This is an optimization exercise on Yosys and OpenROAD, whose aim is small area and a short achievable clock period, not a production implementation. Only simulation tests tie the RTL to the original design; equivalence was not proved. Power and IR drop assume default switching activity.

==> flow/design.v (outline; a module is shown in full before it is edited, if it fits) <==
// module r6_mux4h: 3 lines
// module r6_xor: 3 lines
// module r6_gt: 6 lines
// module r6_ao: 3 lines
// module r6_lx: 3 lines
// module r6_pe: 3 lines
// module r6_wb: 6 lines
// module r6_pgn: 11 lines
// module r6_gn: 8 lines
// module risc6_core: 714 lines
module risc6_core (
    input clk,
    input rst,
    input [31:0] instr,
    output reg [31:0] pc,
    output reg [31:0] R0, R1, R2, R3,
    output [31:0] R4, R5, R6, R7,
    output reg halt
);
  // ...
==> flow/flow/run.sh <==
#!/bin/bash
# Standard layout, with plain buffers (not delay cells) on the ports.
set -e
cp standard.sh standard_sh_copy.log
export BUFFER_PORTS_ARGS="-buffer_cell sky130_fd_sc_hd__buf_1"
bash standard.sh > standard.log 2>&1
==> flow/standard.sh <==
#!/bin/bash
# synth_recipe.tcl (not shown) runs the flow's synth.tcl, then flattens the netlist and writes it again
# the make line also repeats each setting of config.mk as NAME=value (left out here)
make -C /OpenROAD-flow-scripts/flow DESIGN_CONFIG=/design/flow/config.mk WORK_HOME=/design/flow/orfs CLKGATE_MAP_FILE= SYNTH_SCRIPT=/design/flow/synth_recipe.tcl "${@:-finish}"
==> flow/config.mk <==
export PLATFORM = sky130hd
export DESIGN_NAME = risc6_core
export DESIGN_NICKNAME = risc6_core
export VERILOG_FILES = /design/flow/design.v
export SDC_FILE = /design/flow/constraint.sdc
export NUM_CORES = 4
export LEC_CHECK = 0
export ABC_AREA = 0
export CAP_MARGIN = 20
export CORE_MARGIN = 2
export CORE_UTILIZATION = 55
export SETUP_SLACK_MARGIN = 3.5
export SLEW_MARGIN = 20
export SYNTH_HIERARCHICAL = 1
==> flow/constraint.sdc <==
create_clock -name core_clock -period 6.0 [get_ports {clk}]
set_input_delay 1.2000 -clock core_clock [delete_from_list [all_inputs] [get_ports {clk}]]
set_output_delay 1.2000 -clock core_clock [all_outputs]
set_load 0.01 [all_outputs]
==> flow_metrics.tcl, run 1 <==
set metrics [dict create \
    status "complete, no violations" \
    power_frac_comb_pct 43.9 \
    syn_to_final_growth_pct 29.6 \
    n_sequential_cell 206 \
    regArea_um2 4980 \
    seq_share_pct 30.2 \
    multi_input_area_share_pct 54.0 \
    cts_tree "done" \
    avgRoutedWirePerCell_um 20.2 \
    critPathTopFamily "compound AO/OA/AOI/OAI gates" \
    use_met2_pct 52.3 \
    netlist_area_um2 12700 \
    drt-initial-drc-count 1185 \
    dpl_worst_slack_ns 2.78 \
    max-vdd-ir-drop_v 0.000272 \
    cts_resized 149 \
    inv_count 19 \
    cts_root_buf "clkbuf_16" \
    cp.arrival_ns 3.12 \
    holdWs_ns 0.471 \
    worstPathCellList "buf_8, a22oi_1, nand2_1, xor2_2, nand3_2, o21ai_4, a21oi_4, o21ai_4, a21oi_4, o21ai_2, xnor2_2, a21oi_1" \
    grt_max_degree 163 \
    largestClassByArea "multi-input gates" \
    worstHoldEndpoint "halt" \
    pg_clk_mw 1.57 \
    worstSetupPathType "reg -> reg" \
    dr.max_layer_used "met4" \
    final_util_pct 72.7 \
    clk_path_buf_depth 3 \
    reg2reg_slack_ns 3.27 \
    cellPowerDensity_nw_per_um2 423 \
    worst-path-max-fanout 8 \
    rows 55 \
    yosys_warnings 7 \
    gr-max-usage-layer "met2" \
    p_int_mw 3.90 \
    r2r_end "R1[31]" \
    drive_above_1_share_pct 24.9 \
    dieArea_um2 24400 \
    worstHoldStart "halt" \
    hold_path.class "reg -> reg" \
    skew_ns 0.00834 \
    clkSlewWorstSetupHoldPaths_ns 0.06 \
]
==> run 2, diff against run 1 <==
--- a/flow/config.mk
+++ b/flow/config.mk
@@ -10,5 +10,5 @@
 export CORE_MARGIN = 2
 export CORE_UTILIZATION = 55
-export SETUP_SLACK_MARGIN = 3.5
+export SETUP_SLACK_MARGIN = 3.2
 export SLEW_MARGIN = 20
 export SYNTH_HIERARCHICAL = 1
==> run 2 against run 1 <==
Clock-buffer cell count is 1 lower. Final cell count is 2.0% lower. Design area is 11% lower. Register-to-register slack worse by 0.03 ns. Sequential cell count stayed put. Clock power is 9.6% lower. First-iteration DRC count is 14% lower. Setup slack worse by 0.031 ns. Via count is 4.0% lower. Critical path depth is 1 lower. Largest cell class unchanged. Largest power group unchanged.
==> flow_metrics.tcl, run 2 <==
set metrics [dict create \
    antenna_found_initial 0 \
    hold_path.class "reg -> reg" \
    timing.final.crit_share_pct 46.0 \
    start_kind "flip-flop" \
    place_hpwl_mm 28.1 \
    maxCapViolations 0 \
    worstPathCellList "a22oi_1, nand2_1, xor2_1, nor2_1, o21ai_1, a21oi_2, o21ai_1, a21oi_2, o21ai_2, xnor2_2, a21oi_1" \
    r2r_end "R2[26]" \
    syn_area_per_cell_um2 8.44 \
    required_ns 6.37 \
    drt_wl_total_mm 39.1 \
    io_buffer_count 194 \
    clock_latency_ns 0.54 \
    rows 55 \
    multiInputGateArea_um2 7610 \
    clkSlewWorstSetupHoldPaths_ns 0.06 \
    regToRegStartpoint "ir_sb[2]" \
    critPathTopFamily "compound AO/OA/AOI/OAI gates" \
    avgRoutedWirePerCell_um 19.2 \
    skew_ns 0.0137 \
    critical_path.max_stage_delay_ns 0.42 \
    reg2reg_slack_ns 3.24 \
    cts_buffers 23 \
    via_per_inst 5.83 \
    drt-initial-drc-count 1024 \
    fillers 2004 \
    maxSlewViolCount 0 \
    setup_slack_ns 3.24 \
    fin_nets 1774 \
    htreeDepth 1 \
    grtUsageTotal_pct 31.0 \
    max-vdd-ir-drop_v 0.000334 \
    drc_errors 0 \
    regArea_um2 4980 \
    relSlewSlack_pct 38.4 \
    rsz0062_at_grt "true" \
    status "complete, no violations" \
    core_um2 22700 \
    reg2regPathDepth 11 \
    cts_tree "done" \
    syn_to_final_growth_pct 15.7 \
    final.setup.tns_ns 0 \
    grt_max_degree 163 \
    fin_crit_ns 2.76 \
    grt_pass1_vias 10967 \
    end_kind "flip-flop" \
    cts_root_buf "clkbuf_16" \
    die_x_um 156 \
    grt_overflow 0 \
    hold_path_depth 1 \
    netlist_area_um2 12700 \
    dieArea_um2 24400 \
    setup_violations 0 \
    drive_above_1_share_pct 15.0 \
    worstSetupPathType "reg -> reg" \
    slowest_stage "dfxtp_4" \
    ant_nets 0 \
    worstHoldEndpoint "halt" \
    worstHoldStart "halt" \
    firstDrtPassIters 6 \
    die_h_um 156 \
    dpl_worst_slack_ns 2.66 \
    layout_common_cells "nor2_1 (203), buf_1 (194), nand2_1 (175), dfrtp_1 (162), a21oi_1 (137)" \
    cts_sinks 206 \
    num_io_pins 323 \
    antenna_cells 0 \
    initial_core_util_pct 56.1 \
    grt_pass1_wl_mm 60.2 \
    cellPowerDensity_nw_per_um2 422 \
    vias 11909 \
    globalplace.congestion 0.972 \
    hold_viol 0 \
    fmax_ghz 0.362 \
    cp.buffers_inverters 0 \
    clk_path_buf_depth 3 \
    startpoint "ir_sb[2]" \
    worst-path-max-fanout 17 \
    worstMarginPinSlew_ns 0.924 \
    leakagePower_nw 6.04 \
    cp.arrival_ns 3.13 \
    yosys_warnings 7 \
    synth_cells 1509 \
    final_common_cell "nor2_1" \
]
==> run 2: per-stage QoR <==
| step | hold slack, ns | cell area (µm²) | util, % | power (mW) | instances |
|---|---|---|---|---|---|
| final | 0.474 | 14700 | 64.9 | 6.22 | 2041 |
| after global routing | 0.492 | 14700 | 64.9 | 6.61 | 2041 |
| after CTS | 0.473 | 14300 | 63.0 | 6.09 | 2031 |
| after detailed placement | 0.451 | 13400 | 59.1 | 4.64 | 1987 |
| after global placement | 0.451 | 13400 | 59.1 | 4.59 | 1987 |
| after floorplan | 0.504 | 13200 | - | 3.89 | 1636 |
==> run 2: worst max-delay path by stage <==
stage          slack (ns)  depth (start not counted)      to
6_report             3.24                         11  R2[26]
5_1_grt              3.08                         11  R2[26]
4_1_cts              3.21                         11  R2[26]
3_5_place_dp         2.66                         13  R2[24]
3_3_place_gp         2.76                         13  R2[24]
2_1_floorplan        2.74                          1   R0[0]
==> run 2: power by group <==
part / internal, mW / total, mW / switching (mW)
combinational: 0.891 / 2.46 / 1.57
sequential: 1.78 / 2.33 / 0.557
clock: 0.826 / 1.42 / 0.597
total: 3.49 / 6.22 / 2.73
==> run 2: area by class of cell <==
class	count	share of cell area [%]
Inverter	19	0.510
Clock inverter	12	0.739
Timing Repair Buffer	217	6.37
Tap cell	285	2.42
Multi-Input combinational cell	1272	51.7
Sequential cell	206	33.8
Clock buffer	30	4.49
==> run 2: layer usage <==
layer	wire, µm	vias to the layer above	GRT usage [%]
li1	-	5591	-
met1	16500	5747	42.9
met2	19000	501	51.6
met3	2550	70	3.25
met4	1090	0	8.91
met5	0	-	0
==> run 2: repair_timing <==
item | CTS | global route
hold buffers | 0 | 0
setup endpoints to repair | 108 | 96
buffers inserted | 2 | 10
pin swaps | 1 | 14
gates resized for setup | 31 | 72
==> run 3, diff against run 2 <==
--- a/flow/config.mk
+++ b/flow/config.mk
@@ -10,4 +10,5 @@
 export CORE_MARGIN = 2
 export CORE_UTILIZATION = 55
+export CTS_BUF_LIST = sky130_fd_sc_hd__clkbuf_8
 export SETUP_SLACK_MARGIN = 3.2
 export SLEW_MARGIN = 20
==> run 3 against run 2 <==
Die area unchanged. Combinational power increased by 4%. Total power decreased by 1.0%. First-iteration DRC count decreased by 5.3%. Synthesized area unchanged. Non-clock buffer count increased by 6. Sequential power about the same. Largest cell class unchanged.
==> flow_metrics.tcl, run 3 <==
set metrics [dict create \
    required_ns 6.36 \
    htreeDepth 2 \
    antenna_found_initial 0 \
    cts_tree "done" \
    firstDrtPassIters 6 \
    critical_path.max_stage_delay_ns 0.39 \
    final.setup.tns_ns 0 \
    clock_latency_ns 0.54 \
    via_per_inst 5.84 \
    ant_nets 0 \
    avgRoutedWirePerCell_um 19.2 \
    final_common_cell "buf_1" \
    drt_wl_total_mm 39.7 \
    drive_above_1_share_pct 17.3 \
    setup_slack_ns 3.21 \
    maxSlewViolCount 0 \
    hold_viol 0 \
    num_io_pins 323 \
    hold_path.class "reg -> reg" \
    drt-initial-drc-count 970 \
    initial_core_util_pct 56.1 \
    grt_max_degree 163 \
    cts_hold_buf 0 \
    worstSetupPathType "reg -> reg" \
    io_buffer_count 194 \
    worstMarginPinSlew_ns 0.950 \
    synth_cells 1509 \
    dpl_worst_slack_ns 2.66 \
    cellPowerDensity_nw_per_um2 412 \
    timing.final.crit_share_pct 46.6 \
    place_hpwl_mm 28.1 \
    netlist_area_um2 12700 \
    vias 12082 \
    dieArea_um2 24400 \
    die_h_um 156 \
    cts_buffers 36 \
    globalplace.congestion 0.972 \
    fillers 1995 \
    relSlewSlack_pct 36.7 \
    end_kind "flip-flop" \
    path_common_cell "o21ai_2" \
    critPathTopFamily "compound AO/OA/AOI/OAI gates" \
    cp.buffers_inverters 1 \
    drc_errors 0 \
    grtUsageTotal_pct 31.0 \
    cts_sinks 206 \
    rsz0062_at_grt "true" \
    grt_overflow 0 \
    status "complete, no violations" \
    skew_ns 0.0309 \
    slowest_stage "dfxtp_4" \
    core_um2 22700 \
    worstPathCellList "buf_4, a22oi_1, nand2_1, xor2_2, nand3_1, o21ai_2, a21oi_2, o21ai_2, a21oi_4, o21ai_2, xnor2_2, a21oi_1" \
    antenna_cells 0 \
    setup_violations 0 \
    grt_pass1_vias 11057 \
    syn_to_final_growth_pct 17.5 \
    max-vdd-ir-drop_v 0.000233 \
    leakagePower_nw 6.15 \
    maxCapViolations 0 \
    die_x_um 156 \
    clk_path_buf_depth 3 \
    rows 55 \
    clkSlewWorstSetupHoldPaths_ns 0.06 \
    syn_area_per_cell_um2 8.44 \
    cts_root_buf "clkbuf_8" \
    fin_crit_ns 2.79 \
    yosys_warnings 7 \
    worst-path-max-fanout 9 \
    cp.arrival_ns 3.15 \
    start_kind "flip-flop" \
    layout_common_cells "buf_1 (194), nor2_1 (192), nand2_1 (173), dfrtp_1 (161), a21oi_1 (137)" \
    grt_pass1_wl_mm 60.0 \
    fmax_ghz 0.358 \
    fin_nets 1793 \
]
-- run 3: changes by cell type in the layout (fill, tap and decap cells not counted), moves of 3 or more --
cell and change:
xnor2_1 -3, nor2_1 -11, buf_4 +4, clkbuf_16 -23
o21ai_1 -6, inv_1 +15, xor2_2 +6, xnor2_4 +3
o21ai_2 +4, xor2_1 -6, clkinv_2 -4, clkbuf_8 +38
nor2_4 +9
-- run 3: worst reg2reg max path, cell delays in order (launching register included) --
cell and delay [ns]:
dfxtp_4 0.39, buf_4 0.19, a22oi_1 0.19, nand2_1 0.14, xor2_2 0.27, nand3_1 0.18
o21ai_2 0.27, a21oi_2 0.13, o21ai_2 0.23, a21oi_4 0.08, o21ai_2 0.23, xnor2_2 0.19
a21oi_1 0.12
-- run 3: final timing paths --
path                       startpoint      to  slack (ns)  cells past startpoint
max                          ir_sb[0]  R2[26]        3.21                     12
min                              halt    halt        0.48                      1
max reg2reg                  ir_sb[0]  R2[26]        3.21                     12
min reg2reg                      halt    halt        0.48                      1
max in group asynchronous         rst  R0[18]        4.35                      3
min in group asynchronous         rst  R0[13]        0.88                      3
-- run 3: repair_timing --
action / in CTS / in global routing
gates cloned: 0 / 0
pin swaps: 1 / 21
resized for setup: 30 / 119
setup buffers: 2 / 16
endpoints found under the setup margin: 108 / 97
-- run 3: where the power goes --
part	internal [mW]	total [mW]	switching, mW	leakage [nW]
logic	0.940	2.57	1.63	3.48
clock network	0.666	1.25	0.589	0.413
registers	1.78	2.33	0.553	2.26
-- run 3: layout make-up --
cell class,count,area (µm²),area share (%)
clock buffer,44,606,4.05
inverter,19,75.1,0.502
sequential,206,4980,33.3
clock inverter,21,95.1,0.636
multi-input combinational,1272,7850,52.5
tap,285,357,2.38
timing repair buffer,223,996,6.66
-- run 3: through the flow --
stage	hold WS [ns]	util [%]	instances	total power [mW]	instance area [µm²]
after floorplan	0.504	-	1636	3.89	13200
after global routing	0.492	65.9	2070	6.55	15000
after detailed placement	0.451	59.1	1987	4.64	13400
final	0.476	65.9	2070	6.16	15000
after global placement	0.451	59.1	1987	4.59	13400
after CTS	0.473	62.7	2054	5.92	14200
-- run 3: per-layer routing --
metal | GRT usage [%] | vias up | routed length, µm
li1 | - | 5635 | -
met1 | 42.4 | 5794 | 16500
met2 | 51.5 | 557 | 19200
met3 | 3.83 | 96 | 2680
met4 | 9.70 | 0 | 1350
met5 | 0 | - | 0
==> run 4, diff against run 3 <==
--- a/flow/config.mk
+++ b/flow/config.mk
@@ -10,6 +10,5 @@
 export CORE_MARGIN = 2
 export CORE_UTILIZATION = 55
-export CTS_BUF_LIST = sky130_fd_sc_hd__clkbuf_8
-export SETUP_SLACK_MARGIN = 3.2
+export SETUP_SLACK_MARGIN = 3.0
 export SLEW_MARGIN = 20
 export SYNTH_HIERARCHICAL = 1
==> run 4 against run 3 <==
Still clean on timing, DRC and antenna. Final cell count down 1.9%. Core utilization down 3.0 points. Design area down 4.6%. Total power down 1.7%. Non-clock buffer count down 16. Sequential power about the same. Die area unchanged. Critical path depth down 1. Highest routed layer unchanged.
==> flow_metrics.tcl, run 4 <==
set metrics [dict create \
    leakagePower_nw 5.87 \
    clock_latency_ns 0.53 \
    drt_wl_total_mm 38.9 \
    reg2reg_slack_ns 3.18 \
    relSlewSlack_pct 27.9 \
    worstMarginPinSlew_ns 1.08 \
    fmax_ghz 0.354 \
    p_total_mw 6.05 \
    drive_above_1_share_pct 10.7 \
    holdWs_ns 0.486 \
    syn_to_final_growth_pct 12.1 \
    htreeDepth 1 \
    dieArea_um2 24400 \
    final_common_cell "nor2_1" \
    status "complete, no violations" \
    ant_nets 0 \
    globalplace.congestion 0.968 \
    hold_viol 0 \
    syn_area_per_cell_um2 8.44 \
    grt_max_degree 163 \
    avgRoutedWirePerCell_um 19.2 \
    dp.cells 1986 \
    rows 55 \
    grt_pass1_wl_mm 60.0 \
    drc_errors 0 \
    io_buffer_count 194 \
    die_x_um 156 \
    start_kind "flip-flop" \
    rsz0062_at_grt "true" \
    setup_violations 0 \
    maxSlewViolCount 0 \
    cts_sinks 206 \
    end_kind "flip-flop" \
    clkSlewWorstSetupHoldPaths_ns 0.06 \
    hold_path.class "reg -> reg" \
    cts_buffers 23 \
    cp.arrival_ns 3.19 \
    setup_slack_ns 3.18 \
    skew_ns 0.0112 \
    max-vdd-ir-drop_v 0.000264 \
    clk_path_buf_depth 3 \
    fin_nets 1764 \
    worst-path-max-fanout 17 \
    synth_cells 1509 \
    vias 11900 \
    cts_root_buf "clkbuf_16" \
    place_hpwl_mm 27.8 \
    timing.final.crit_share_pct 47.0 \
    yosys_warnings 7 \
    antenna_cells 0 \
    initial_core_util_pct 56.1 \
    via_per_inst 5.86 \
    cts_tree "done" \
    maxCapViolations 0 \
    core_um2 22700 \
    required_ns 6.37 \
    fin_crit_ns 2.82 \
    final.setup.tns_ns 0 \
    dpl_worst_slack_ns 2.58 \
    layout_common_cells "nor2_1 (226), buf_1 (194), nand2_1 (175), dfrtp_1 (162), a21oi_1 (137)" \
    num_io_pins 323 \
    grt_pass1_vias 10874 \
    drt-initial-drc-count 1091 \
    cellPowerDensity_nw_per_um2 424 \
    grt_overflow 0 \
    firstDrtPassIters 5 \
    antenna_found_initial 0 \
    finalNonFillerCells 2031 \
    grtUsageTotal_pct 31.0 \
    worstSetupPathType "reg -> reg" \
    die_h_um 156 \
    netlist_area_um2 12700 \
]
==> run 4: metrics by stage <==
stage          cell area [µm²]  util, %
2_1_floorplan            13200        -
3_3_place_gp             13400     59.0
3_5_place_dp             13400     59.0
4_1_cts                  14200     62.6
5_1_grt                  14300     62.8
6_report                 14300     62.8
==> run 4: what timing repair did <==
| item | 4_1_cts | 5_1_grt |
|---|---|---|
| pin swaps | 1 | 0 |
| setup endpoints to repair | 91 | 64 |
| hold buffers | 0 | 0 |
| buffers inserted | 3 | 0 |
| resized for setup | 16 | 18 |
| cloned | 0 | 0 |
==> run 4: critical path, stage by stage, from the launching register on <==
cell	delay [ns]
dfxtp_4	0.41
a22oi_1	0.20
nand2_1	0.14
xor2_1	0.20
nor2_1	0.32
nor2_1	0.13
a21oi_2	0.30
inv_1	0.09
a21oi_2	0.21
o21ai_1	0.14
xnor2_1	0.38
a21oi_1	0.13
==> run 4: final cells by class <==
class | instances | area (µm²)
Multi-Input combinational cell | 1272 | 7270
Clock inverter | 5 | 43.8
Clock buffer | 37 | 699
Timing Repair Buffer | 207 | 851
Sequential cell | 206 | 4980
Inverter | 19 | 75.1
Fill cell | 2038 | 8440
Tap cell | 285 | 357
==> run 4: path summary, 6_finish.rpt <==
path	end	cells after the start	startpoint
min in group asynchronous	R2[13]	3	rst
max reg2reg	R1[27]	11	ir_sb[2]
min reg2reg	halt	1	halt
min	halt	1	halt
max in group asynchronous	R0[9]	3	rst
max	R1[27]	11	ir_sb[2]
==> run 4: metal layers <==
layer,GRT usage [%],part of all wire [%],up-vias
li1,-,-,5569
met1,42.5,42,5730
met2,50.9,48,513
met5,0,0,-
met3,3.86,6.7,88
met4,11.0,3.4,0
==> run 4: power breakdown <==
part / internal [mW] / total, mW / switching [mW]
clock: 0.803 / 1.39 / 0.583
sequential: 1.78 / 2.33 / 0.556
combinational: 0.827 / 2.33 / 1.51
total: 3.41 / 6.05 / 2.65
==> run 5, diff against run 4 <==
==> flow/flow/run.sh (replaced) <==
#!/bin/bash
# Standard layout, with plain buffers (not delay cells) on the ports and
# no dummy loads in the clock tree.
set -e
export BUFFER_PORTS_ARGS="-buffer_cell sky130_fd_sc_hd__buf_1"
export CTS_ARGS="-sink_clustering_enable -repair_clock_nets -dont_use_dummy_load"
bash standard.sh > standard.log 2>&1
--- a/flow/config.mk
+++ b/flow/config.mk
@@ -10,5 +10,5 @@
 export CORE_MARGIN = 2
 export CORE_UTILIZATION = 55
-export SETUP_SLACK_MARGIN = 3.0
+export SETUP_SLACK_MARGIN = 3.2
 export SLEW_MARGIN = 20
 export SYNTH_HIERARCHICAL = 1
==> run 5 against run 4 <==
Sequential cell count unchanged. Clock-buffer cell count down 14. Total power down 1.3%. Synthesized area unchanged. Die area unchanged. Hold slack worse by 0.013 ns. Setup slack better by 0.084 ns. Global-route usage down 0.24 points. Fmax up 3.1%. Critical path depth unchanged. Routed wire length down 0.19%. Core utilization up 1.3 points. Critical endpoint is now R2[29]. Largest power group is now combinational cells. Highest routed layer unchanged.
==> flow_metrics.tcl, run 5 <==
set metrics [dict create \
    required_ns 6.33 \
    antenna_cells 0 \
    num_io_pins 323 \
    core_um2 22700 \
    p_clk_share_pct 19.7 \
    drt-initial-drc-count 1051 \
    finalNonFillerCells 2022 \
    cts_hold_buf 0 \
    netlist_area_um2 12700 \
    syn_area_per_cell_um2 8.44 \
    hold_viol 0 \
    cp.buffers_inverters 0 \
    reg2reg_slack_ns 3.26 \
    skew_ns 0.0461 \
    clk_path_buf_depth 3 \
    globalplace.congestion 0.972 \
    reg2regPathDepth 11 \
    hold_path_depth 1 \
    relSlewSlack_pct 36.5 \
    seqPwrFrac_pct 39.0 \
    htreeDepth 1 \
    cts_tree "done" \
    clock_latency_ns 0.53 \
    max-vdd-ir-drop_v 0.000304 \
    critical_path.max_stage_delay_ns 0.41 \
    fin_nets 1774 \
    timing.final.crit_share_pct 45.6 \
    io_buffer_count 194 \
    final_util_pct 64.1 \
    fillers 2006 \
    rows 55 \
    leakagePower_nw 5.94 \
    avgRoutedWirePerCell_um 19.2 \
    worstSetupPathType "reg -> reg" \
    power_switching_share_pct 44.2 \
    critPathTopFamily "compound AO/OA/AOI/OAI gates" \
    r2r_end "R2[29]" \
    fmax_ghz 0.365 \
    final_common_cell "nor2_1" \
    vias 11870 \
    antenna_found_initial 0 \
    yosys_warnings 7 \
    cts_sinks 206 \
    layout_common_cells "nor2_1 (204), buf_1 (194), nand2_1 (175), dfrtp_1 (161), a21oi_1 (137)" \
    start_kind "flip-flop" \
    worst-path-max-fanout 17 \
    final.setup.tns_ns 0 \
    fin_crit_ns 2.74 \
    grtUsageTotal_pct 30.8 \
    switchingPower_mw 2.64 \
    grt_max_degree 163 \
    worstMarginPinSlew_ns 0.952 \
    via_per_inst 5.87 \
    p_int_mw 3.34 \
    dieArea_um2 24400 \
    worstHoldStart "halt" \
    die_h_um 156 \
    ant_nets 0 \
    cts_root_buf "clkbuf_16" \
    firstDrtPassIters 5 \
    drt_wl_total_mm 38.8 \
    setup_violations 0 \
    maxCapViolations 0 \
    cts_buffers 23 \
    cp.arrival_ns 3.07 \
    path_common_cell "nand2_1" \
    syn_to_final_growth_pct 14.4 \
    clkSlewWorstSetupHoldPaths_ns 0.05 \
    synth_cells 1509 \
    grt_pass1_vias 10944 \
    end_kind "flip-flop" \
    rsz0062_at_grt "true" \
    grt_overflow 0 \
    power_frac_comb_pct 41.3 \
    regToRegStartpoint "ir_sb[2]" \
    drc_errors 0 \
    grt_pass1_wl_mm 59.9 \
    worstPathCellList "a22oi_1, nand2_1, xor2_2, nor2_2, nor2_1, nand2_1, o21ai_4, a21oi_4, o21ai_2, xnor2_2, a21oi_1" \
    drive_above_1_share_pct 14.3 \
    slowest_stage "dfxtp_4" \
    placed_cell_area_um2 13400 \
    place_hpwl_mm 28.1 \
    initial_core_util_pct 56.1 \
    worstHoldEndpoint "halt" \
    cellPowerDensity_nw_per_um2 410 \
    dp.cells 1987 \
    die_x_um 156 \
    maxSlewViolCount 0 \
    status "complete, no violations" \
    hold_path.class "reg -> reg" \
    finalInstanceArea_um2 14600 \
]
run 5: worst max path at each step:
stage / from / end / slack [ns] / depth (start not counted)
after floorplan: rst / R0[0] / 2.74 / 1
after global placement: ir_sb[2] / R2[24] / 2.76 / 13
after detailed placement: ir_sb[3] / R2[24] / 2.66 / 13
after CTS: R0[1] / R0[31] / 3.21 / 11
after global routing: R2[2] / R2[26] / 3.07 / 11
final: ir_sb[2] / R2[29] / 3.26 / 11
run 5: layout make-up:
| cell class | instances | area [µm²] | area share (%) |
|---|---|---|---|
| tap | 285 | 357 | 2.45 |
| inverter | 19 | 75.1 | 0.516 |
| multi-input combinational | 1272 | 7620 | 52.3 |
| timing repair buffer | 217 | 951 | 6.53 |
| clock buffer | 23 | 576 | 3.95 |
| sequential | 206 | 4980 | 34.2 |
run 5: per-stage QoR:
| step | worst slack, ns | hold slack (ns) | power (mW) |
|---|---|---|---|
| floorplan | 2.74 | 0.504 | 3.89 |
| global placement | 2.76 | 0.451 | 4.59 |
| detailed placement | 2.66 | 0.451 | 4.64 |
| CTS | 3.21 | 0.472 | 5.86 |
| global route | 3.07 | 0.490 | 6.37 |
| finish | 3.26 | 0.473 | 5.97 |
run 5: layer usage:
metal	routed length, µm	global-route usage [%]	part of all wire [%]
met2	19000	51.7	49
met4	939	8.52	2.4
met5	0	0	0
met3	2330	3.33	6.0
met1	16500	42.4	43
run 5: repair_timing:
action | 4_1_cts | 5_1_grt
setup buffers | 5 | 7
resized for setup | 35 | 71
setup endpoints to repair | 108 | 98
pin swaps | 1 | 11
run 5: worst register-to-register path, delay by kind of cell, from the launching register on:
kind            cells  cell delay [ns]
compound gates      5             0.97
simple gates        4             0.71
xor+xnor            2             0.44
flops               1             0.41
run 5: power by group through the flow:
stage / Combinational (mW) / Sequential [mW] / Clock (mW)
after floorplan: 1.52 / 2.37 / 0
after global placement: 2.25 / 2.34 / 0
after detailed placement: 2.30 / 2.34 / 0
after CTS: 2.34 / 2.32 / 1.20
after global routing: 2.73 / 2.38 / 1.25
final: 2.47 / 2.33 / 1.18
==> run 6, diff against run 5 <==
==> flow/flow/run.sh (replaced) <==
#!/bin/bash
# Standard layout, with plain buffers (not delay cells) on the ports, and
# a clock tree with larger sink clusters and no dummy loads.
set -e
export BUFFER_PORTS_ARGS="-buffer_cell sky130_fd_sc_hd__buf_1"
export CTS_ARGS="-sink_clustering_enable -repair_clock_nets -dont_use_dummy_load -sink_clustering_size 30 -sink_clustering_max_diameter 120"
bash standard.sh > standard.log 2>&1
--- a/flow/config.mk
+++ b/flow/config.mk
@@ -10,5 +10,5 @@
 export CORE_MARGIN = 2
 export CORE_UTILIZATION = 55
-export SETUP_SLACK_MARGIN = 3.2
+export SETUP_SLACK_MARGIN = 3.0
 export SLEW_MARGIN = 20
 export SYNTH_HIERARCHICAL = 1
==> run 6 against run 5 <==
Core utilization is 3.1 points lower. Non-clock buffer count is 7 lower. Clock power is 38% lower. Hold slack gained 0.028 ns. Sequential share of layout area is 1.8 points higher. Highest routed layer unchanged.
==> flow_metrics.tcl, run 6 <==
set metrics [dict create \
    synth_cells 1509 \
    die_h_um 156 \
    avgRoutedWirePerCell_um 19.1 \
    power_switching_share_pct 46.2 \
    timing.final.crit_share_pct 47.6 \
    cts_hold_buf 0 \
    dpl_worst_slack_ns 2.58 \
    drc_errors 0 \
    grt_pass1_vias 10709 \
    syn_to_final_growth_pct 8.76 \
    start_kind "flip-flop" \
    maxSlewViolCount 0 \
    hold_viol 0 \
    power_frac_comb_pct 43.4 \
    ant_nets 0 \
    clock_latency_ns 0.48 \
    fmax_ghz 0.350 \
    relSlewSlack_pct 32.9 \
    slowest_stage "xnor2_1" \
    critical_path.max_stage_delay_ns 0.47 \
    drive_above_1_share_pct 9.84 \
    status "complete, no violations" \
    initial_core_util_pct 56.1 \
    htreeDepth 1 \
    grtUsageTotal_pct 30.5 \
    switchingPower_mw 2.49 \
    drt-initial-drc-count 1017 \
    maxCapViolations 0 \
    fillers 2083 \
    vias 11784 \
    finalInstanceArea_um2 13800 \
    max-vdd-ir-drop_v 0.000268 \
    final.setup.tns_ns 0 \
    grt_overflow 0 \
    netlist_area_um2 12700 \
    drt_wl_total_mm 38.3 \
    syn_area_per_cell_um2 8.44 \
    globalplace.congestion 0.968 \
    num_io_pins 323 \
    dieArea_um2 24400 \
    worstPathCellList "a22oi_1, nand2_1, xor2_1, nand3_1, o21ai_1, a21oi_2, o21ai_1, a21oi_2, xnor2_1, a21oi_1" \
    die_x_um 156 \
    cts_root_buf "clkbuf_16" \
    firstDrtPassIters 6 \
    io_buffer_count 194 \
    p_clk_share_pct 13.6 \
    worstSetupPathType "reg -> reg" \
    rsz0062_at_grt "true" \
    core_um2 22700 \
    worstMarginPinSlew_ns 1.01 \
    cts_buffers 10 \
    antenna_found_initial 0 \
    placed_cell_area_um2 13400 \
    fin_nets 1754 \
    setup_violations 0 \
    worst-path-max-fanout 4 \
    fin_crit_ns 2.86 \
    cts_tree "done" \
    rows 55 \
    grt_max_degree 163 \
    clkSlewWorstSetupHoldPaths_ns 0.11 \
    place_hpwl_mm 27.8 \
    via_per_inst 5.89 \
    clk_path_buf_depth 3 \
    hold_path.class "reg -> reg" \
    finalNonFillerCells 2002 \
    yosys_warnings 7 \
    setup_slack_ns 3.14 \
    leakagePower_nw 5.65 \
    grt_pass1_wl_mm 59.0 \
    seqPwrFrac_pct 43.0 \
    required_ns 6.34 \
    cp.arrival_ns 3.20 \
    end_kind "flip-flop" \
    cts_sinks 206 \
    skew_ns 0.0157 \
    p_int_mw 2.91 \
    final_common_cell "nor2_1" \
    cellPowerDensity_nw_per_um2 390 \
    dp.cells 1986 \
    holdWs_ns 0.501 \
    layout_common_cells "nor2_1 (225), buf_1 (194), nand2_1 (175), dfrtp_1 (162), a21oi_1 (137)" \
    antenna_cells 0 \
]
run 6: power groups by stage:
stage                     sequential, mW  clock [mW]  combinational [mW]
final                               2.32       0.734                2.34
after global routing                2.38       0.789                2.62
after CTS                           2.31       0.752                2.31
after detailed placement            2.34           0                2.30
after global placement              2.33           0                2.25
after floorplan                     2.37           0                1.52
run 6: layout make-up:
type	count	area, µm²	share of cell area [%]
multi-input combinational	1272	7300	52.7
clock buffer	10	250	1.81
tap	285	357	2.57
sequential	206	4980	36.0
inverter	19	75.1	0.542
timing repair buffer	210	886	6.40
run 6: layer usage:
metal / GRT usage, % / part of all wire [%] / wire (µm)
met1: 42.3 / 42 / 16100
met3: 3.25 / 6.8 / 2620
met5: 0 / 0 / 0
met2: 50.2 / 48 / 18300
met4: 9.92 / 3.3 / 1250
run 6: path summary, 6_finish.rpt:
| check | startpoint | endpoint | slack (ns) | cells after the start |
|---|---|---|---|---|
| setup / recovery | R0[1] | R3[15] | 3.14 | 10 |
| hold reg to reg | halt | halt | 0.50 | 1 |
| max in group asynchronous | rst | R2[18] | 4.37 | 3 |
| setup reg to reg | R0[1] | R3[15] | 3.14 | 10 |
| hold / removal | halt | halt | 0.50 | 1 |
| min in group asynchronous | rst | R2[13] | 0.94 | 3 |
run 6: timing repair:
action                                  4_1_cts  5_1_grt
endpoints found under the setup margin       95       68
pin swaps                                     1        1
setup buffers                                 1        5
resized for setup                            18       21
run 6: per-stage QoR:
step           power (mW)  utilization [%]
6_report             5.40             61.0
5_1_grt              5.78             61.0
4_1_cts              5.37             60.3
3_5_place_dp         4.63             59.0
3_3_place_gp         4.59             59.0
2_1_floorplan        3.89                -
run 6: worst max-delay path: cells and delay by family, from the launching register on:
kind	cells	cell delay, ns
DFF	1	0.45
and+or+nand+nor	2	0.34
AOI/OAI and AO/OA	6	1.19
xor gates and xnor gates	2	0.75
==> run 7, diff against run 6 <==
--- a/flow/config.mk
+++ b/flow/config.mk
@@ -10,5 +10,5 @@
 export CORE_MARGIN = 2
 export CORE_UTILIZATION = 55
-export SETUP_SLACK_MARGIN = 3.0
+export SETUP_SLACK_MARGIN = 3.2
 export SLEW_MARGIN = 20
 export SYNTH_HIERARCHICAL = 1
==> run 7 against run 6 <==
Synthesized area unchanged. Global-route usage decreased by 0.063 points. Design area up 2.0%. Sequential cell count did not move. Synthesized cell count unchanged. Fmax up 1.9%.
==> flow_metrics.tcl, run 7 <==
set metrics [dict create \
    grt_pass1_wl_mm 59.1 \
    slowest_stage "dfxtp_4" \
    maxSlewViolCount 0 \
    clk_path_buf_depth 3 \
    p_total_mw 5.49 \
    io_buffer_count 194 \
    max-vdd-ir-drop_v 0.000241 \
    fin_crit_ns 2.80 \
    holdWs_ns 0.487 \
    synth_cells 1509 \
    dpl_worst_slack_ns 2.66 \
    critical_path.max_stage_delay_ns 0.44 \
    vias 11743 \
    relSlewSlack_pct 38.6 \
    grtUsageTotal_pct 30.4 \
    cts_tree "done" \
    start_kind "flip-flop" \
    worstMarginPinSlew_ns 0.920 \
    startpoint "ir_sb[2]" \
    timing.final.crit_share_pct 46.7 \
    fin_nets 1759 \
    place_hpwl_mm 28.1 \
    clkSlewWorstSetupHoldPaths_ns 0.11 \
    fmax_ghz 0.357 \
    yosys_warnings 7 \
    avgRoutedWirePerCell_um 19.2 \
    ant_nets 0 \
    end_kind "flip-flop" \
    syn_to_final_growth_pct 11.0 \
    cp.arrival_ns 3.13 \
    globalplace.congestion 0.972 \
    worstHoldStart "halt" \
    drc_errors 0 \
    hold_viol 0 \
    htreeDepth 1 \
    drt_wl_total_mm 38.5 \
    required_ns 6.32 \
    worstPathCellList "a22oi_1, nand2_1, xor2_1, nor2_1, o21ai_1, a21oi_2, o21ai_1, a21oi_2, o21ai_2, xnor2_2, a21oi_1" \
    skew_ns 0.0120 \
    cts_sinks 206 \
    drt-initial-drc-count 1018 \
    setup_slack_ns 3.20 \
    netlist_area_um2 12700 \
    initial_core_util_pct 56.1 \
    cts_root_buf "clkbuf_16" \
    syn_area_per_cell_um2 8.44 \
    status "complete, no violations" \
    dieArea_um2 24400 \
    final_common_cell "nor2_1" \
    via_per_inst 5.85 \
    antenna_found_initial 0 \
    dp.cells 1987 \
    grt_max_degree 163 \
    die_h_um 156 \
    firstDrtPassIters 5 \
    hold_path.class "reg -> reg" \
    finalNonFillerCells 2007 \
    rsz0062_at_grt "true" \
    maxCapViolations 0 \
    antenna_cells 0 \
    setup_violations 0 \
    cts_buffers 10 \
    num_io_pins 323 \
    cts_hold_buf 0 \
    leakagePower_nw 5.76 \
    layout_common_cells "nor2_1 (211), buf_1 (194), nand2_1 (175), dfrtp_1 (161), a21oi_1 (137)" \
    drive_above_1_share_pct 12.8 \
    regToRegStartpoint "ir_sb[2]" \
    clock_latency_ns 0.47 \
    worstSetupPathType "reg -> reg" \
    final.setup.tns_ns 0 \
    die_x_um 156 \
    cellPowerDensity_nw_per_um2 388 \
    rows 55 \
    grt_pass1_vias 10840 \
    worst-path-max-fanout 17 \
    grt_overflow 0 \
    core_um2 22700 \
]
==> run 7: what timing repair did <==
| item | CTS | global route |
|---|---|---|
| pin swaps | 1 | 5 |
| gates resized for setup | 30 | 57 |
| setup endpoints to repair | 108 | 100 |
| cloned | 0 | 0 |
| buffers inserted | 2 | 8 |
==> run 7: through the flow <==
stage                     utilization [%]  cell area, µm²
after floorplan                         -           13200
after global placement               59.1           13400
after detailed placement             59.1           13400
after CTS                            60.7           13800
after global routing                 62.2           14100
final                                62.2           14100
==> run 7: critical path, delay by kind of cell, from the launching register on <==
family | cells | cell delay, ns
xor+xnor | 2 | 0.49
compound gates | 7 | 1.27
simple gates | 2 | 0.44
flops | 1 | 0.44
==> run 7: metal layers <==
metal	global-route usage (%)	share of wire, %	vias up
met1	42.1	43	5662
met4	8.61	2.5	0
met3	2.78	6.2	57
met2	51.2	49	489
li1	-	-	5535
met5	0	0	-
==> run 7: power breakdown <==
part	switching, mW	internal (mW)	leakage [nW]
logic	1.56	0.880	3.38
clock network	0.422	0.303	0.123
registers	0.554	1.77	2.26
==> run 7: worst paths after layout <==
path                                to  slack, ns  cells past startpoint
worst max-delay path            R2[26]       3.20                     11
worst min-delay path              halt       0.49                      1
worst max register to register  R2[26]       3.20                     11
worst min register to register    halt       0.49                      1
max in group asynchronous       pc[20]       4.35                      3
min in group asynchronous       R0[15]       0.96                      3
==> run 7: layout make-up <==
type                       count  area, µm²
clock buffer                  10        250
tap                          285        357
timing repair buffer         215        923
inverter                      19       75.1
fill                        2081       8580
multi-input combinational   1272       7540
sequential                   206       4980
==> run 8, diff against run 7 <==
--- a/flow/config.mk
+++ b/flow/config.mk
@@ -9,5 +9,6 @@
 export CAP_MARGIN = 20
 export CORE_MARGIN = 2
-export CORE_UTILIZATION = 55
+export CORE_UTILIZATION = 65
+export PLACE_DENSITY = 0.72
 export SETUP_SLACK_MARGIN = 3.2
 export SLEW_MARGIN = 20
==> run 8 against run 7 <==
Hold slack better by 0.0021 ns. Largest cell class unchanged. Critical path depth grew 2. Clock power about the same. Design area is 0.75% higher. Critical path type unchanged. Synthesized area unchanged. Clock-buffer cell count unchanged. Still clean on timing, DRC and antenna. Largest power group unchanged. Via count rose by 2.8%. Fmax is 0.82% higher.
==> flow_metrics.tcl, run 8 <==
set metrics [dict create \
    maxCapViolations 0 \
    yosys_warnings 7 \
    cp.arrival_ns 3.08 \
    htreeDepth 1 \
    leakagePower_nw 5.78 \
    rsz0062_at_grt "true" \
    slowest_stage "dfxtp_4" \
    cts_buffers 10 \
    maxSlewViolCount 0 \
    timing.final.crit_share_pct 46.4 \
    antenna_cells 0 \
    netlist_area_um2 12700 \
    gr-max-usage-layer "met2" \
    max-vdd-ir-drop_v 0.000327 \
    fin_nets 1762 \
    dieArea_um2 20700 \
    worstSetupPathType "reg -> reg" \
    cts_root_buf "clkbuf_16" \
    start_kind "flip-flop" \
    grtUsageTotal_pct 35.3 \
    critical_path.max_stage_delay_ns 0.43 \
    use_met1_pct 46.2 \
    worstMarginPinSlew_ns 0.918 \
    initial_core_util_pct 65.9 \
    final_common_cell "nor2_1" \
    cts_hold_buf 0 \
    finalInstanceArea_um2 14200 \
    die_x_um 144 \
    reg2reg_slack_ns 3.22 \
    place_hpwl_mm 27.4 \
    fin_crit_ns 2.78 \
    drive_above_1_share_pct 14.0 \
    fmax_ghz 0.360 \
    status "complete, no violations" \
    hold_path.class "reg -> reg" \
    grt_max_degree 163 \
    worstPathCellList "a22oi_1, nand2_1, xor2_2, nor2_1, o21ai_2, inv_1, o21ai_4, inv_1, o21ai_4, a21oi_2, o21ai_2, xnor2_2, a21oi_1" \
    avgRoutedWirePerCell_um 19.2 \
    synth_cells 1509 \
    ant_nets 0 \
    worst-path-max-fanout 17 \
    drt_wl_total_mm 38.2 \
    setup_violations 0 \
    syn_to_final_growth_pct 11.8 \
    grt_pass1_vias 10901 \
    relSlewSlack_pct 38.2 \
    drt-initial-drc-count 1008 \
    syn_area_per_cell_um2 8.44 \
    p_total_mw 5.53 \
    vias 12071 \
    via_per_inst 6.07 \
    use_met2_pct 58.6 \
    clk_path_buf_depth 3 \
    grt.met3_usage_pct 5.40 \
    cellPowerDensity_nw_per_um2 388 \
    cts_tree "done" \
    required_ns 6.30 \
    placed_cell_area_um2 13400 \
    end_kind "flip-flop" \
    rows 51 \
    layout_common_cells "nor2_1 (199), buf_1 (194), nand2_1 (175), dfrtp_1 (161), a21oi_1 (137)" \
    firstDrtPassIters 6 \
    skew_ns 0.0594 \
    die_h_um 144 \
    setup_slack_ns 3.22 \
    antenna_found_initial 0 \
    grt_pass1_wl_mm 57.9 \
    grt_overflow 0 \
    clkSlewWorstSetupHoldPaths_ns 0.11 \
    core_um2 19300 \
    num_io_pins 323 \
    io_buffer_count 194 \
    drc_errors 0 \
    hold_viol 0 \
    final.setup.tns_ns 0 \
    cts_sinks 206 \
    globalplace.congestion 1.03 \
    clock_latency_ns 0.50 \
    dpl_worst_slack_ns 2.66 \
]
[run 8: cell types whose count changed in the layout (fill, tap and decap cells not counted), moves of 3 or more]
cell and change:
nor2_2 +10, nor2_1 -12, o21ai_1 -4, xor2_2 +3
buf_4 +3, a21oi_2 -3, xor2_1 -3, a21oi_4 +3
[run 8: critical path, delay by kind of cell (launching register included)]
family,cells,cell delay [ns]
DFF,1,0.43
xor gates and xnor gates,2,0.38
and+or+nand+nor,2,0.23
AOI/OAI and AO/OA,7,1.31
buffers and inverters,2,0.23
[run 8: through the flow]
stage | utilization [%] | hold slack (ns) | instances
detailed placement | 69.2 | 0.455 | 1966
global placement | 69.2 | 0.453 | 1966
finish | 73.6 | 0.489 | 1990
CTS | 71.4 | 0.486 | 1982
global route | 73.6 | 0.503 | 1990
floorplan | - | 0.504 | 1636
[run 8: path summary, 6_finish.rpt]
kind                           from  endpoint  depth (start not counted)
setup / recovery           ir_sb[2]    R0[30]                         13
hold / removal                 halt      halt                          1
setup reg to reg           ir_sb[2]    R0[30]                         13
hold reg to reg                halt      halt                          1
max in group asynchronous       rst    R2[18]                          3
min in group asynchronous       rst    R0[25]                          3
[run 8: layout make-up]
class / count / area [µm²]
Multi-Input combinational cell: 1272 / 7650
Timing Repair Buffer: 218 / 946
Clock buffer: 10 / 250
Fill cell: 1579 / 5100
Tap cell: 265 / 332
Inverter: 19 / 75.1
Sequential cell: 206 / 4980
[run 8: routing by layer]
| metal | routed length (µm) | vias up |
|---|---|---|
| met2 | 18900 | 684 |
| met4 | 1300 | 0 |
| met5 | 0 | - |
| met3 | 3100 | 98 |
| li1 | - | 5533 |
| met1 | 14800 | 5756 |
[run 8: where the power goes]
part           switching [mW]  internal [mW]
registers               0.559           1.77
clock network           0.423          0.303
logic                    1.58          0.892
[run 8: what timing repair did]
| action | CTS | global route |
|---|---|---|
| gates resized for setup | 34 | 78 |
| endpoints found under the hold margin | 0 | 0 |
| pin swaps | 1 | 9 |
| setup buffers | 6 | 8 |
| endpoints found under the setup margin | 108 | 98 |

==> port drivers added, routing unchanged <==
The results above use ideal ports. As a check the final layouts listed here were re-extracted and re-timed, cells and wires unchanged.
Step 1, drivers: a clkbuf_16 drives clk and a buf_2 each remaining input, both assumed.
Step 2 adds t to the input delays and takes it off the output delays; t is the mean of the earliest and latest rising clock arrival at the registers after step 1. Input paths then give back, and output paths get back, about the clock's delay inside the block.
Three values: ideal, step 1, step 2; two values: the first two.
| run | shift t [ns] | setup WS [ns] | worst setup path at the end |
|---|---|---|---|
| run 1 | 0.584 | 3.271 / 3.271 / 3.271 | register to register |
| run 2 | 0.581 | 3.240 / 3.240 / 3.240 | input to register |
| run 3 | 0.572 | 3.207 / 3.207 / 3.207 | register to register |
| run 4 | 0.573 | 3.178 / 3.178 / 3.178 | register to register |
| run 5 | 0.558 | 3.262 / 3.262 / 3.247 | input to register |
| run 6 | 0.521 | 3.141 / 3.141 / 3.141 | register to register |
| run 7 | 0.517 | 3.196 / 3.196 / 3.196 | register to register |
| run 8 | 0.506 | 3.219 / 3.219 / 3.219 | register to register |
After both steps every run listed still meets setup and hold. For run 5, which loses most, drivers alone change the setup slack by 0.000 ns; drivers and shift together by -0.015 ns.
